Background: an optimization exercise with open tools, aiming at small area and a short achievable clock period. Do not read the settings as production practice.
At most, simulation tests tie the RTL to the original design; equivalence was not proved.
Power figures rest on the tool's default switching activity, not on a simulated workload.

==> flow/design.v <==
module cordic(CosX,SinX,theta,Sign,clock,reset);
	output [16:0] CosX,SinX;
	input  [15:0] theta;
	input  Sign,clock,reset;
	reg [15:0] X;
	reg [16:0] Y;              
	reg [13:0] Z;              
	reg        zsr;            
	reg        S;              
	reg [3:0]  sh;             
	wire zs = zsr;
	wire last = (sh == 4'd14);
	wire [13:0] atan =
		(sh == 4'd1)  ? 14'd3593 : (sh == 4'd2)  ? 14'd1824 :
		(sh == 4'd3)  ? 14'd916  : (sh == 4'd4)  ? 14'd458  :
		(sh == 4'd5)  ? 14'd229  : (sh == 4'd6)  ? 14'd115  :
		(sh == 4'd7)  ? 14'd57   : (sh == 4'd8)  ? 14'd29   :
		(sh == 4'd9)  ? 14'd14   : (sh == 4'd10) ? 14'd7    :
		(sh == 4'd11) ? 14'd4    : (sh == 4'd12) ? 14'd2    :
		(sh == 4'd13) ? 14'd1    : 14'd0;
	wire first = (sh == 4'd0);
	wire [13:0] zop = first ? (zs ? -14'd4720 : -14'd18322) : (atan ^ {14{~zs}});
	wire zci = first ? ~S : ~zs;
	wire neg = last & Y[16];
	wire ssign = Y[16] ^ S;
	wire [16:0] yx = Y ^ {17{~zs}};
	wire [32:0] yext = {{17{yx[16]}}, yx[16:1]} >> sh;
	wire [15:0] yop = yext[15:0];
	wire [15:0] xx = X ^ {16{zs}};
	wire fillx = zs & ~neg;
	wire [32:0] xext = {{18{fillx}}, xx[15:1] ^ {neg, 14'd0}} >> sh;
	wire [16:0] xop = xext[16:0];
	wire [5:0] ylow = Y[5:0] & ~(6'h3E << sh);
	wire yc = Y[16] & ((sh >= 4'd6) | (|ylow));
	wire cx = yc ^ ~zs;
	wire cy = zs;
	wire [16:0] ya = {Y[16:3], Y[2:0] ^ {3{neg}}};
	wire [15:0] SumX; addx ax(.a(X), .b(yop), .ci(cx), .s(SumX));
	wire [16:0] SumY; addy ay(.a(ya), .b(xop), .ci(cy), .s(SumY));
	wire [13:0] SumZ; addz az(.a(Z), .b(zop), .ci(zci), .s(SumZ));
	wire t45 = theta[13] & theta[11] & theta[10] & theta[8];
	always @(posedge clock)
		if (reset) begin
			sh <= 4'd0;
			X <= 16'h9B74;
			Y <= 17'h09B74;
			Z <= theta[13:0];
			zsr <= Sign | ~t45;
			S <= Sign;
		end else begin
			sh <= sh + 4'd1;
			X <= SumX;
			Y <= {last ? ssign : SumY[16], SumY[15:3] & {13{~neg}}, SumY[2:0]};
			Z <= SumZ;
			zsr <= SumZ[13];
		end
	assign CosX = {1'b0, X};
	assign SinX = Y;
endmodule
module addx(input [15:0] a, input [15:0] b, input ci, output [15:0] s);
  wire [15:0] p = a ^ b;
  wire [15:0] g = a & b;
  wire g0c = g[0] | (p[0] & ci);
  wire gn1 = g[1] | (p[1] & g0c);
  wire gn2 = g[3] | (p[3] & g[2]);
  wire pn2 = p[3] & p[2];
  wire gn3 = g[5] | (p[5] & g[4]);
  wire pn3 = p[5] & p[4];
  wire gn4 = g[7] | (p[7] & g[6]);
  wire pn4 = p[7] & p[6];
  wire gn5 = g[9] | (p[9] & g[8]);
  wire pn5 = p[9] & p[8];
  wire gn6 = g[11] | (p[11] & g[10]);
  wire pn6 = p[11] & p[10];
  wire gn7 = g[13] | (p[13] & g[12]);
  wire pn7 = p[13] & p[12];
  wire gn8 = g[15] | (p[15] & g[14]);
  wire pn8 = p[15] & p[14];
  wire gn9 = gn2 | (pn2 & gn1);
  wire gn10 = gn4 | (pn4 & gn3);
  wire pn10 = pn4 & pn3;
  wire gn11 = gn6 | (pn6 & gn5);
  wire pn11 = pn6 & pn5;
  wire gn12 = gn8 | (pn8 & gn7);
  wire pn12 = pn8 & pn7;
  wire gn13 = gn10 | (pn10 & gn9);
  wire gn14 = gn12 | (pn12 & gn11);
  wire pn14 = pn12 & pn11;
  wire gn15 = gn14 | (pn14 & gn13);
  wire gn16 = gn11 | (pn11 & gn13);
  wire gn17 = gn3 | (pn3 & gn9);
  wire gn18 = gn5 | (pn5 & gn13);
  wire gn19 = gn7 | (pn7 & gn16);
  wire gn20 = g[2] | (p[2] & gn1);
  wire gn21 = g[4] | (p[4] & gn9);
  wire gn22 = g[6] | (p[6] & gn17);
  wire gn23 = g[8] | (p[8] & gn13);
  wire gn24 = g[10] | (p[10] & gn18);
  wire gn25 = g[12] | (p[12] & gn16);
  wire gn26 = g[14] | (p[14] & gn19);
  wire [15:0] c = {gn26, gn19, gn25, gn16, gn24, gn18, gn23, gn13, gn22, gn17, gn21, gn9, gn20, gn1, g0c, ci};
  assign s = p ^ c;
endmodule
module addy(input [16:0] a, input [16:0] b, input ci, output [16:0] s);
  wire [16:0] p = a ^ b;
  wire [16:0] g = a & b;
  wire g0c = g[0] | (p[0] & ci);
  wire gn1 = g[1] | (p[1] & g0c);
  wire gn2 = g[3] | (p[3] & g[2]);
  wire pn2 = p[3] & p[2];
  wire gn3 = g[5] | (p[5] & g[4]);
  wire pn3 = p[5] & p[4];
  wire gn4 = g[7] | (p[7] & g[6]);
  wire pn4 = p[7] & p[6];
  wire gn5 = g[9] | (p[9] & g[8]);
  wire pn5 = p[9] & p[8];
  wire gn6 = g[11] | (p[11] & g[10]);
  wire pn6 = p[11] & p[10];
  wire gn7 = g[13] | (p[13] & g[12]);
  wire pn7 = p[13] & p[12];
  wire gn8 = g[15] | (p[15] & g[14]);
  wire pn8 = p[15] & p[14];
  wire gn9 = gn2 | (pn2 & gn1);
  wire gn10 = gn4 | (pn4 & gn3);
  wire pn10 = pn4 & pn3;
  wire gn11 = gn6 | (pn6 & gn5);
  wire pn11 = pn6 & pn5;
  wire gn12 = gn8 | (pn8 & gn7);
  wire pn12 = pn8 & pn7;
  wire gn13 = gn10 | (pn10 & gn9);
  wire gn14 = gn12 | (pn12 & gn11);
  wire pn14 = pn12 & pn11;
  wire gn15 = gn14 | (pn14 & gn13);
  wire gn16 = gn11 | (pn11 & gn13);
  wire gn17 = gn3 | (pn3 & gn9);
  wire gn18 = gn5 | (pn5 & gn13);
  wire gn19 = gn7 | (pn7 & gn16);
  wire gn20 = g[2] | (p[2] & gn1);
  wire gn21 = g[4] | (p[4] & gn9);
  wire gn22 = g[6] | (p[6] & gn17);
  wire gn23 = g[8] | (p[8] & gn13);
  wire gn24 = g[10] | (p[10] & gn18);
  wire gn25 = g[12] | (p[12] & gn16);
  wire gn26 = g[14] | (p[14] & gn19);
  wire gn27 = g[16] | (p[16] & gn15);
  wire [16:0] c = {gn15, gn26, gn19, gn25, gn16, gn24, gn18, gn23, gn13, gn22, gn17, gn21, gn9, gn20, gn1, g0c, ci};
  assign s = p ^ c;
endmodule
module addz(input [13:0] a, input [13:0] b, input ci, output [13:0] s);
  wire [13:0] p = a ^ b;
  wire [13:0] g = a & b;
  wire [14:0] c;
  assign c[0] = ci;
  assign c[1] = g[0] | (p[0] & c[0]);
  assign c[2] = g[1] | (p[1] & c[1]);
  assign c[3] = g[2] | (p[2] & c[2]);
  assign c[4] = g[3] | (p[3] & c[3]);
  assign c[5] = g[4] | (p[4] & c[4]);
  assign c[6] = g[5] | (p[5] & c[5]);
  assign c[7] = g[6] | (p[6] & c[6]);
  assign c[8] = g[7] | (p[7] & c[7]);
  assign c[9] = g[8] | (p[8] & c[8]);
  assign c[10] = g[9] | (p[9] & c[9]);
  assign c[11] = g[10] | (p[10] & c[10]);
  assign c[12] = g[11] | (p[11] & c[11]);
  assign c[13] = g[12] | (p[12] & c[12]);
  assign c[14] = g[13] | (p[13] & c[13]);
  assign s = p ^ c[13:0];
endmodule
clock: 15.0 ns
lec_check: 0
abc_area: 1
cap_margin: 20
core_margin: 2
core_utilization: 50
cts_buf_list: sky130_fd_sc_hd__clkbuf_8
setup_slack_margin: 0.5
slew_margin: 20
standard.sh (not shown) runs the stock make flow with config.mk's settings and CLKGATE_MAP_FILE= SYNTH_SCRIPT=/design/flow/synth_recipe.tcl, a recipe that flattens the netlist after the stock synthesis.
==> flow/flow/run.sh <==
#!/bin/bash
# The standard layout (standard.sh) with these changes:
# repair_timing aims for a setup margin of 11.05 ns, ports get buf_2
# buffers, and Yosys maps no full or half adder cells (ADDER_MAP_FILE is
# empty, so ABC maps the adders as plain logic).
# make's output goes to flow_make.log here; each ORFS step logs under orfs/logs.
set -euo pipefail

sed -e "s|SETUP_SLACK_MARGIN=[0-9.]*|SETUP_SLACK_MARGIN=11.05 'BUFFER_PORTS_ARGS=-buffer_cell sky130_fd_sc_hd__buf_2' ADDER_MAP_FILE=|" standard.sh > my_standard.sh
bash my_standard.sh > flow_make.log 2>&1
==> next run, changes <==
--- a/flow/design.v
+++ b/flow/design.v
@@ -20,10 +20,14 @@
 		(sh == 4'd13) ? 14'd1    : 14'd0;
 	wire first = (sh == 4'd0);
 	wire [13:0] zop = first ? (zs ? -14'd4720 : -14'd18322) : (atan ^ {14{~zs}});
 	wire zci = first ? ~S : ~zs;
-	wire neg = last & Y[16];
-	wire ssign = Y[16] ^ S;
+	wire b = X[15];
+	wire ysame = Y[16] ? &Y[2:0] : ~|Y[15:0];   
+	wire yneg = Y[16] ^ (ysame & b & (Y[16] ^ zs));
+	wire yzero = ysame & (Y[16] ? (b & ~zs) : ~b);
+	wire neg = last & yneg;
+	wire ssign = (yneg ^ S) & ~yzero;
 	wire [16:0] yx = Y ^ {17{~zs}};
 	wire [32:0] yext = {{17{yx[16]}}, yx[16:1]} >> sh;
 	wire [15:0] yop = yext[15:0];
 	wire [15:0] xx = X ^ {16{zs}};
@@ -148,22 +152,37 @@
 endmodule
 module addz(input [13:0] a, input [13:0] b, input ci, output [13:0] s);
   wire [13:0] p = a ^ b;
   wire [13:0] g = a & b;
-  wire [14:0] c;
-  assign c[0] = ci;
-  assign c[1] = g[0] | (p[0] & c[0]);
-  assign c[2] = g[1] | (p[1] & c[1]);
-  assign c[3] = g[2] | (p[2] & c[2]);
-  assign c[4] = g[3] | (p[3] & c[3]);
-  assign c[5] = g[4] | (p[4] & c[4]);
-  assign c[6] = g[5] | (p[5] & c[5]);
-  assign c[7] = g[6] | (p[6] & c[6]);
-  assign c[8] = g[7] | (p[7] & c[7]);
-  assign c[9] = g[8] | (p[8] & c[8]);
-  assign c[10] = g[9] | (p[9] & c[9]);
-  assign c[11] = g[10] | (p[10] & c[10]);
-  assign c[12] = g[11] | (p[11] & c[11]);
-  assign c[13] = g[12] | (p[12] & c[12]);
-  assign c[14] = g[13] | (p[13] & c[13]);
-  assign s = p ^ c[13:0];
+  wire g0c = g[0] | (p[0] & ci);
+  wire gn1 = g[1] | (p[1] & g0c);
+  wire gn2 = g[3] | (p[3] & g[2]);
+  wire pn2 = p[3] & p[2];
+  wire gn3 = g[5] | (p[5] & g[4]);
+  wire pn3 = p[5] & p[4];
+  wire gn4 = g[7] | (p[7] & g[6]);
+  wire pn4 = p[7] & p[6];
+  wire gn5 = g[9] | (p[9] & g[8]);
+  wire pn5 = p[9] & p[8];
+  wire gn6 = g[11] | (p[11] & g[10]);
+  wire pn6 = p[11] & p[10];
+  wire gn7 = g[13] | (p[13] & g[12]);
+  wire pn7 = p[13] & p[12];
+  wire gn8 = gn2 | (pn2 & gn1);
+  wire gn9 = gn4 | (pn4 & gn3);
+  wire pn9 = pn4 & pn3;
+  wire gn10 = gn6 | (pn6 & gn5);
+  wire pn10 = pn6 & pn5;
+  wire gn11 = gn9 | (pn9 & gn8);
+  wire gn12 = gn10 | (pn10 & gn11);
+  wire gn13 = gn3 | (pn3 & gn8);
+  wire gn14 = gn5 | (pn5 & gn11);
+  wire gn15 = gn7 | (pn7 & gn12);
+  wire gn16 = g[2] | (p[2] & gn1);
+  wire gn17 = g[4] | (p[4] & gn8);
+  wire gn18 = g[6] | (p[6] & gn13);
+  wire gn19 = g[8] | (p[8] & gn11);
+  wire gn20 = g[10] | (p[10] & gn14);
+  wire gn21 = g[12] | (p[12] & gn12);
+  wire [13:0] c = {gn21, gn12, gn20, gn14, gn19, gn11, gn18, gn13, gn17, gn8, gn16, gn1, g0c, ci};
+  assign s = p ^ c;
 endmodule
=> The changed run produced a clean layout; total power came out higher by 3.5%; sequential cell count does not change; non-clock buffer count is lower by 5; worst setup slack loses 0.011 ns; routed wire length grows by 7.7%; final area increases by 4.8%; die area rose by 5.9%; sequential power climbs by about 4%; via count goes up by 5.0%; cell count rose by 6.4%.
Function not checked in the second run of this note: the RTL went through the layout flow alone.

[port drivers added, routing unchanged]
The results above use ideal ports. As a check the final layouts listed here were re-extracted and re-timed, cells and wires unchanged. Step 1 sets driving cells, clkbuf_16 on the clock port and buf_2 on the other inputs (assumed; they add their load-dependent delay and slew). Step 2 adds t to the input delays and takes it off the output delays; t is the mean of the earliest and latest rising clock arrival at the registers after step 1. Input paths then give back, and output paths get back, about the clock's delay inside the block. Three values: ideal, step 1, step 2; two values: the first two.
run	t, ns	slack for setup (ns)	worst hold slack (ns)	worst setup path after step 2
the first run	0.378	11.096 / 11.059 / 10.852	0.599 / 0.599 / 0.599	input to register
the second run	0.368	11.085 / 11.047 / 10.819	0.621 / 0.621 / 0.621	input to register
After both steps setup and hold are still met in every run listed. The setup slack of the second run, which loses most, moves by -0.038 ns with the drivers and by -0.266 ns with both steps.
